This is an optimization exercise on Yosys and OpenROAD, whose aim is small area, not a production implementation. In this exercise RTL edits were held to simulation tests only and were not proved equivalent to the original.

==> flow/design.v (excerpt) <==
module cordic_B(
  input                     clk,
  input                     rst_n,
  input  signed [31:0]      x,
  input  signed [31:0]      y,
  input                     start,
  input                     start1,
  output wire signed [31:0] angle,
  output wire signed [31:0] anglef
);
==> flow/config.mk <==
export PLATFORM = sky130hd
export DESIGN_NAME = cordic_B
export DESIGN_NICKNAME = cordic_B
export VERILOG_FILES = /design/flow/design.v
export SDC_FILE = /design/flow/constraint.sdc
export NUM_CORES = 4
export LEC_CHECK = 0
export CAP_MARGIN = 20
export CORE_MARGIN = 2
export CORE_UTILIZATION = 40
export CTS_BUF_LIST = sky130_fd_sc_hd__clkbuf_16
export CTS_CLUSTER_DIAMETER = 80
export CTS_CLUSTER_SIZE = 24
export PLACE_DENSITY = 0.6
export SLEW_MARGIN = 20
==> flow/constraint.sdc <==
create_clock -name core_clock -period 6.0 [get_ports {clk}]
set_input_delay 1.2000 -clock core_clock [delete_from_list [all_inputs] [get_ports {clk}]]
set_output_delay 1.2000 -clock core_clock [all_outputs]
set_load 0.01 [all_outputs]
standard.sh (not shown) runs the stock make flow with config.mk's settings and CLKGATE_MAP_FILE= SYNTH_SCRIPT=/design/flow/synth_recipe.tcl, a recipe that flattens the netlist after the stock synthesis.
==> flow/flow/run.sh <==
#!/bin/bash
# Own layout flow: the standard ORFS flow (standard.sh), with two changes:
#  - ABC maps the logic with an area-oriented script (flow/abc.script) in
#    place of ORFS's abc_speed.script; Yosys's synthesis script and every
#    register it makes are unchanged;
#  - port buffers use the platform's smallest buffer;
#  - clock tree synthesis inserts no dummy loads.
set -euo pipefail
here=$(pwd)
rm -rf "$here/scripts"
cp -r "$FLOW_HOME/scripts" "$here/scripts"
cp "$here/flow/abc.script" "$here/scripts/abc_speed.script"
export SCRIPTS_DIR="$here/scripts"
export BUFFER_PORTS_ARGS="-buffer_cell sky130_fd_sc_hd__buf_1"
export CTS_ARGS="-sink_clustering_enable -repair_clock_nets -sink_clustering_size 24 -sink_clustering_max_diameter 80 -buf_list sky130_fd_sc_hd__clkbuf_16 -dont_use_dummy_load"
bash standard.sh > "$here/standard_flow.log" 2>&1
==> flow/flow/abc.script <==
&get -n
&st
&dch -f
&nf -a -R 1000
&put
buffer -c
topo
stime -c
upsize -c
dnsize -c
The starting point went through all stages and came out clean.
Edit:
--- a/flow/flow/run.sh
+++ b/flow/flow/run.sh
@@ -1,3 +1,3 @@
 #!/bin/bash
-# Own layout flow: the standard ORFS flow (standard.sh), with two changes:
+# Own layout flow: the standard ORFS flow (standard.sh), with these changes:
 #  - ABC maps the logic with an area-oriented script (flow/abc.script) in
Settings changed: CORE_UTILIZATION 40 to 55, CTS_BUF_LIST sky130_fd_sc_hd__clkbuf_16 to default, CTS_CLUSTER_DIAMETER 80 to default, CTS_CLUSTER_SIZE 24 to default, PLACE_DENSITY 0.6 to 0.75.
Sequential share of layout area climbs by 0.38 points; cell area drops by 1.2%; die area drops by 27%.
Edit:
Settings changed: CORE_UTILIZATION 55 to 40, CTS_BUF_LIST from default to sky130_fd_sc_hd__clkbuf_16, CTS_CLUSTER_DIAMETER from default to 80, CTS_CLUSTER_SIZE from default to 24, PLACE_DENSITY 0.75 to 0.6.
What happened: The changed run produced a clean layout. Wire length grows by 1.3%. Clock-buffer cell count grows by 4. Synthesized area stays the same. First-iteration DRC count shrinks by 0.73%.

---

Starting RTL as in the previous note.
Settings: LEC_CHECK=0, CAP_MARGIN=20, CORE_MARGIN=2, CORE_UTILIZATION=40, PLACE_DENSITY=0.6, SLEW_MARGIN=20; clock period 6.0 ns.
==> flow/flow/run.sh <==
#!/bin/bash
# Own layout flow: the standard ORFS flow (standard.sh), with these changes:
#  - ABC maps the logic with an area-oriented script (flow/abc.script) in
#    place of ORFS's abc_speed.script; Yosys's synthesis script and every
#    register it makes are unchanged;
#  - port buffers use the platform's smallest buffer;
#  - clock tree synthesis inserts no dummy loads.
set -euo pipefail
here=$(pwd)
rm -rf "$here/scripts"
cp -r "$FLOW_HOME/scripts" "$here/scripts"
cp "$here/flow/abc.script" "$here/scripts/abc_speed.script"
export SCRIPTS_DIR="$here/scripts"
export BUFFER_PORTS_ARGS="-buffer_cell sky130_fd_sc_hd__buf_1"
export CTS_ARGS="-sink_clustering_enable -repair_clock_nets -sink_clustering_size 24 -sink_clustering_max_diameter 80 -buf_list sky130_fd_sc_hd__clkbuf_16 -dont_use_dummy_load"
bash standard.sh > "$here/standard_flow.log" 2>&1
==> flow/flow/abc.script <==
&get -n
&st
&dch
&nf -R 1000
&put
buffer -c
topo
stime -c
upsize -c
dnsize -c
Edit:
==> flow/flow/run.sh (replaced) <==
#!/bin/bash
# Own layout flow: the standard ORFS flow (standard.sh), with two changes:
#  - ABC maps the logic with an area-oriented script (flow/abc.script) in
#    place of ORFS's abc_speed.script; Yosys's synthesis script and every
#    register it makes are unchanged;
#  - port buffers use the platform's smallest buffer.
set -euo pipefail
here=$(pwd)
rm -rf "$here/scripts"
cp -r "$FLOW_HOME/scripts" "$here/scripts"
cp "$here/flow/abc.script" "$here/scripts/abc_speed.script"
export SCRIPTS_DIR="$here/scripts"
export BUFFER_PORTS_ARGS="-buffer_cell sky130_fd_sc_hd__buf_1"
bash standard.sh > "$here/standard_flow.log" 2>&1
==> flow/flow/abc.script (replaced) <==
&get -n
&st
&dch -f
&nf -a -R 1000
&put
buffer -c
topo
stime -c
upsize -c
dnsize -c
- CTS_BUF_LIST: not set -> sky130_fd_sc_hd__clkbuf_16
- CTS_CLUSTER_DIAMETER: not set -> 80
- CTS_CLUSTER_SIZE: not set -> 24
- core utilization came out higher by 0.40 points
- die area came out higher by 0.46%
- critical path depth came out lower by 8
- flip-flop and latch count does not change
- final area came out higher by 1.2%
- maximum frequency came out higher by 1.8%
- setup slack gets better by 100 ps
- worst hold slack gets better by 6.5 ps
Edit:
--- a/flow/flow/run.sh
+++ b/flow/flow/run.sh
@@ -5,3 +5,4 @@
 #    register it makes are unchanged;
-#  - port buffers use the platform's smallest buffer.
+#  - port buffers use the platform's smallest buffer;
+#  - clock tree synthesis inserts no dummy loads.
 set -euo pipefail
@@ -13,2 +14,3 @@
 export BUFFER_PORTS_ARGS="-buffer_cell sky130_fd_sc_hd__buf_1"
+export CTS_ARGS="-sink_clustering_enable -repair_clock_nets -sink_clustering_size 28 -sink_clustering_max_diameter 80 -buf_list sky130_fd_sc_hd__clkbuf_16 -dont_use_dummy_load"
 bash standard.sh > "$here/standard_flow.log" 2>&1
Outcome: Sequential cell count does not change. Global-route usage barely changes. Die area is unchanged. Sequential share of layout area increases by 0.27 points. Routed wire length hardly moves. First-iteration DRC count is lower by a few percent. Fmax drops slightly. Final area came out lower slightly. Synthesized area stays the same. Hold slack got worse by 5.7 ps.
Edit:
--- a/flow/flow/run.sh
+++ b/flow/flow/run.sh
@@ -14,3 +14,3 @@
 export BUFFER_PORTS_ARGS="-buffer_cell sky130_fd_sc_hd__buf_1"
-export CTS_ARGS="-sink_clustering_enable -repair_clock_nets -sink_clustering_size 28 -sink_clustering_max_diameter 80 -buf_list sky130_fd_sc_hd__clkbuf_16 -dont_use_dummy_load"
+export CTS_ARGS="-sink_clustering_enable -repair_clock_nets -sink_clustering_size 24 -sink_clustering_max_diameter 80 -buf_list sky130_fd_sc_hd__clkbuf_16 -dont_use_dummy_load"
 bash standard.sh > "$here/standard_flow.log" 2>&1
- CTS_BUF_LIST: sky130_fd_sc_hd__clkbuf_16 -> not set
- CTS_CLUSTER_DIAMETER: 80 -> not set
- CTS_CLUSTER_SIZE: 24 -> not set
- GPL_TIMING_DRIVEN: not set -> 0
Utilization came out higher by 0.62 points.
Cell count hardly moves.
Sequential cell count stays the same.
Wire length came out higher by 2.9%.
Synthesized area is unchanged.
Clock-buffer cell count came out higher by 2.

---

cordic_B, a different RTL version from the one above (not shown whole).
Size in the first run: ~54000 µm² of cells after synthesis.
clock: 6.0 ns
lec_check: 0
cap_margin: 20
core_margin: 2
core_utilization: 40
place_density: 0.6
slew_margin: 20
run.sh (not shown) runs the stock make flow with config.mk's settings and CLKGATE_MAP_FILE= SYNTH_SCRIPT=/design/flow/synth_recipe.tcl, a recipe that flattens the netlist after the stock synthesis.
Stock flow here: none of the scripts above is used.
Edit:
==> flow/flow/run.sh (new file) <==
#!/bin/bash
# Own layout flow: the standard ORFS flow (standard.sh), with two changes:
#  - ABC maps the logic with an area-oriented script (flow/abc.script) in
#    place of ORFS's abc_speed.script; Yosys's synthesis script and every
#    register it makes are unchanged;
#  - port buffers use the platform's smallest buffer.
set -euo pipefail
here=$(pwd)
rm -rf "$here/scripts"
cp -r "$FLOW_HOME/scripts" "$here/scripts"
cp "$here/flow/abc.script" "$here/scripts/abc_speed.script"
export SCRIPTS_DIR="$here/scripts"
export BUFFER_PORTS_ARGS="-buffer_cell sky130_fd_sc_hd__buf_1"
bash standard.sh > "$here/standard_flow.log" 2>&1
==> flow/flow/abc.script (new file) <==
&get -n
&st
&syn2
&dch -f
&nf -R 1000
&put
buffer -c
topo
stime -c
upsize -c
dnsize -c
==> flow/standard.sh (new file) <==
#!/bin/bash
# synth_recipe.tcl (not shown) runs the flow's synth.tcl, then flattens the netlist and writes it again
# the make line also repeats each setting of config.mk as NAME=value (left out here)
make -C /OpenROAD-flow-scripts/flow DESIGN_CONFIG=/design/flow/config.mk WORK_HOME=/design/flow/orfs CLKGATE_MAP_FILE= SYNTH_SCRIPT=/design/flow/synth_recipe.tcl "${@:-finish}"
Settings changed: CTS_BUF_LIST from default to sky130_fd_sc_hd__clkbuf_16, CTS_CLUSTER_DIAMETER from default to 80, CTS_CLUSTER_SIZE from default to 24.
removed: flow/run.sh
After rerunning:
- With this change the flow completed, yet does not pass: setup timing
- synthesized area shrinks by 5.0%
- fmax shrinks by 12%
- final cell count shrinks by 6.7%
- clock-buffer cell count shrinks by 88
- worst setup slack degrades by 0.72 ns
- die area shrinks by 5.0%
Edit:
==> flow/run.sh (new file) <==
#!/bin/bash
# synth_recipe.tcl (not shown) runs the flow's synth.tcl, then flattens the netlist and writes it again
# the make line also repeats each setting of config.mk as NAME=value (left out here)
make -C /OpenROAD-flow-scripts/flow DESIGN_CONFIG=/design/flow/config.mk WORK_HOME=/design/flow/orfs CLKGATE_MAP_FILE= SYNTH_SCRIPT=/design/flow/synth_recipe.tcl finish
Settings changed: CTS_CLUSTER_DIAMETER 80 to 100, CTS_CLUSTER_SIZE 24 to 30.
removed: flow/flow/run.sh
removed: flow/flow/abc.script
removed: flow/standard.sh
Now the flow finished with timing, DRC and antenna clean; register-to-register slack is better by 0.20 ns; worst setup slack gains 0.64 ns; non-clock buffer count shrinks by 49.
Edit:
Settings changed: CTS_BUF_LIST sky130_fd_sc_hd__clkbuf_16 to sky130_fd_sc_hd__clkbuf_8, CTS_CLUSTER_DIAMETER 100 to 60, CTS_CLUSTER_SIZE 30 to 18.
Effect: Die area stays the same. Flip-flop and latch count stays the same. Setup slack is better by 0.13 ns. Maximum frequency goes up by 2.4%.
Edit:
==> flow/flow/run.sh (new file) <==
#!/bin/bash
# Own layout flow: the standard ORFS flow (standard.sh), with two changes:
#  - ABC maps the logic with an area-oriented script (flow/abc.script) in
#    place of ORFS's abc_speed.script; Yosys's synthesis script and every
#    register it makes are unchanged;
#  - port buffers use the platform's smallest buffer.
set -euo pipefail
here=$(pwd)
rm -rf "$here/scripts"
cp -r "$FLOW_HOME/scripts" "$here/scripts"
cp "$here/flow/abc.script" "$here/scripts/abc_speed.script"
export SCRIPTS_DIR="$here/scripts"
export BUFFER_PORTS_ARGS="-buffer_cell sky130_fd_sc_hd__buf_1"
bash standard.sh > "$here/standard_flow.log" 2>&1
==> flow/flow/abc.script (new file) <==
&get -n
&st
&dch -f
&nf -a -R 1000
&put
buffer -c
topo
stime -c
upsize -c
dnsize -c
==> flow/standard.sh (new file) <==
#!/bin/bash
# synth_recipe.tcl (not shown) runs the flow's synth.tcl, then flattens the netlist and writes it again
# the make line also repeats each setting of config.mk as NAME=value (left out here)
make -C /OpenROAD-flow-scripts/flow DESIGN_CONFIG=/design/flow/config.mk WORK_HOME=/design/flow/orfs CLKGATE_MAP_FILE= SYNTH_SCRIPT=/design/flow/synth_recipe.tcl "${@:-finish}"
Settings changed: CTS_BUF_LIST sky130_fd_sc_hd__clkbuf_8 to sky130_fd_sc_hd__clkbuf_16, CTS_CLUSTER_DIAMETER 60 to 80, CTS_CLUSTER_SIZE 18 to 24.
removed: flow/run.sh
Outcome:
- utilization is lower by 1.0 points
- die area shrinks by a few percent
- setup slack degrades by 0.088 ns
- non-clock buffer count drops by 21
- cell area is lower by a few percent
- first-iteration DRC count drops by about a fifth
- routed wire length came out lower by a few percent

---

job 102:
cordic_B, a different RTL version from the one above (not shown whole).
For scale: ~860 flip-flops, roughly 51000 µm² of cells after synthesis.
clock: 6.0 ns
lec_check: 0
cap_margin: 20
core_margin: 2
core_utilization: 55
cts_buf_list: sky130_fd_sc_hd__clkbuf_16
cts_cluster_diameter: 80
cts_cluster_size: 24
place_density: 0.75
slew_margin: 20
standard.sh (not shown) runs the stock make flow with config.mk's settings and CLKGATE_MAP_FILE= SYNTH_SCRIPT=/design/flow/synth_recipe.tcl, a recipe that flattens the netlist after the stock synthesis.
==> flow/flow/run.sh <==
#!/bin/bash
# Own layout flow: the standard ORFS flow (standard.sh), with two changes:
#  - ABC maps the logic with an area-oriented script (flow/abc.script) in
#    place of ORFS's abc_speed.script; Yosys's synthesis script and every
#    register it makes are unchanged;
#  - port buffers use the platform's smallest buffer.
set -euo pipefail
here=$(pwd)
rm -rf "$here/scripts"
cp -r "$FLOW_HOME/scripts" "$here/scripts"
cp "$here/flow/abc.script" "$here/scripts/abc_speed.script"
export SCRIPTS_DIR="$here/scripts"
export BUFFER_PORTS_ARGS="-buffer_cell sky130_fd_sc_hd__buf_1"
bash standard.sh > "$here/standard_flow.log" 2>&1
==> flow/flow/abc.script <==
&get -n
&st
&dch -f
&nf -a -R 1000
&put
buffer -c
topo
stime -c
upsize -c
dnsize -c
Job 102: done, clean on timing, DRC and antenna
[inputs] job 105 vs job 102
Settings: PLACE_DENSITY now 0.6, was 0.75; CORE_UTILIZATION now 40, was 55.
==> comparison <==
- From job 102 to job 105 the numbers moved as follows: die span in x rose by 17%; delay contributed by the slowest stage of the critical path fell by 0.03 ns; instance area at placement rose by 760 µm²; die area rose by 37%.
- Job 105 ended up with a lower total number of vias than job 102 did.

---

Another version of the RTL of cordic_B (not shown whole).
Size in the first run: ~5000 cells after synthesis, ~810 flip-flops, about 130 I/O pins, ~49000 um2 of cells after synthesis.
Settings: LEC_CHECK=0, CAP_MARGIN=20, CORE_MARGIN=2, CORE_UTILIZATION=40, CTS_BUF_LIST=sky130_fd_sc_hd__clkbuf_16, CTS_CLUSTER_DIAMETER=80, CTS_CLUSTER_SIZE=24, PLACE_DENSITY=0.6, SLEW_MARGIN=20; clock period 6.0 ns.
==> flow/flow/run.sh <==
#!/bin/bash
# Own layout flow: the standard ORFS flow (standard.sh), with these changes:
#  - ABC maps the logic with an area-oriented script (flow/abc.script) in
#    place of ORFS's abc_speed.script; Yosys's synthesis script and every
#    register it makes are unchanged;
#  - port buffers use the platform's smallest buffer;
#  - clock tree synthesis inserts no dummy loads.
set -euo pipefail
here=$(pwd)
rm -rf "$here/scripts"
cp -r "$FLOW_HOME/scripts" "$here/scripts"
cp "$here/flow/abc.script" "$here/scripts/abc_speed.script"
export SCRIPTS_DIR="$here/scripts"
export BUFFER_PORTS_ARGS="-buffer_cell sky130_fd_sc_hd__buf_1"
export CTS_ARGS="-sink_clustering_enable -repair_clock_nets -sink_clustering_size 24 -sink_clustering_max_diameter 80 -buf_list sky130_fd_sc_hd__clkbuf_16 -dont_use_dummy_load"
bash standard.sh > "$here/standard_flow.log" 2>&1
Scripts as last shown in full above: flow/flow/abc.script
Next try:
--- a/flow/flow/run.sh
+++ b/flow/flow/run.sh
@@ -15 +15 @@
-export CTS_ARGS="-sink_clustering_enable -repair_clock_nets -sink_clustering_size 24 -sink_clustering_max_diameter 80 -buf_list sky130_fd_sc_hd__clkbuf_16 -dont_use_dummy_load"
+export CTS_ARGS="-sink_clustering_enable -repair_clock_nets -sink_clustering_size 16 -sink_clustering_max_diameter 60 -buf_list sky130_fd_sc_hd__clkbuf_8 -dont_use_dummy_load"
=>
- The new run passed the timing, DRC and antenna checks
- via count grows by about 0.5%
- wire length is about the same
- final cell count goes up by about 0.47%
Next try:
--- a/flow/flow/run.sh
+++ b/flow/flow/run.sh
@@ -15 +15 @@
-export CTS_ARGS="-sink_clustering_enable -repair_clock_nets -sink_clustering_size 16 -sink_clustering_max_diameter 60 -buf_list sky130_fd_sc_hd__clkbuf_8 -dont_use_dummy_load"
+export CTS_ARGS="-sink_clustering_enable -repair_clock_nets -sink_clustering_size 24 -sink_clustering_max_diameter 80 -buf_list sky130_fd_sc_hd__clkbuf_16 -dont_use_dummy_load"
==> flow/flow/abc.script (replaced) <==
&get -n
&st
&dch -f -x
&nf -R 1000
&put
buffer -c
topo
stime -c
upsize -c
dnsize -c
The changed run passed the timing, DRC and antenna checks.
Hold slack improves by 26 ps.
Area after synthesis barely changes.
Synthesized cell count barely changes.
Final area increases by 0.68%.
Worst setup slack loses 54 ps.
Wire length rose by 1.5%.
Die area is about the same.

## afterwards: timing with drivers on the ports
How much do the figures lean on ideal ports? The routed layouts below were timed once more, with nothing changed but the port constraints. Step 1 assumes that a clkbuf_16 drives the clock port and a buf_2 every other input. Step 2 also shifts input and output timing later by t, the mid clock arrival at the registers, as if the neighbouring blocks saw the same clock. a / b / c = no drivers / after step 1 / after step 2; a / b = the first two.
| run | t, ns | slack for setup (ns) | worst setup path after step 2 | pins driven straight from the clock port |
|---|---|---|---|---|
| the first run of note 1 | 0.667 | 0.321 / 0.321 / 0.020 | input to register | 1 |
| the second run of note 1 | 0.645 | 0.178 / 0.178 / -0.030 | input to register | 1 |
| the third run of note 1 | 0.667 | 0.321 / 0.321 / 0.020 | input to register | 1 |
| the first run of note 2 | 0.664 | 0.217 / 0.217 / -0.078 | input to register | 1 |
| the second run of note 2 | 0.693 | 0.319 / 0.319 / 0.037 | input to register | 1 |
| the third run of note 2 | 0.668 | 0.258 / 0.258 / 0.048 | input to register | 1 |
| the fourth run of note 2 | 0.647 | 0.173 / 0.173 / -0.137 | input to register | 1 |
| the first run of note 3 | 0.760 | 0.676 / 0.720 / -0.037 | input to register | 1 |
| the second run of note 3 | 0.707 | -0.042 / -0.012 / -0.719 | input to register | 1 |
| the third run of note 3 | 0.696 | 0.600 / 0.648 / -0.048 | input to register | 1 |
| the fourth run of note 3 | 0.830 | 0.727 / 0.727 / -0.028 | input to register | 1 |
| the fifth run of note 3 | 0.733 | 0.640 / 0.640 / 0.246 | input to register | 1 |
| job 102 | 0.668 | 0.214 / 0.214 / 0.037 | input to register | 1 |
| job 105 | 0.717 | 0.438 / 0.438 / 0.131 | input to register | 1 |
| the first run of note 5 | 0.651 | 0.327 / 0.327 / 0.139 | input to register | 1 |
| the second run of note 5 | 0.732 | 0.333 / 0.333 / 0.036 | input to register | 1 |
| the third run of note 5 | 0.672 | 0.279 / 0.279 / -0.037 | input to register | 1 |
With both steps, setup timing fails in 7 of these runs, where it was met with ideal ports. For the fourth run of note 3, which loses most, drivers alone change the setup slack by 0.000 ns; drivers and shift together by -0.755 ns.
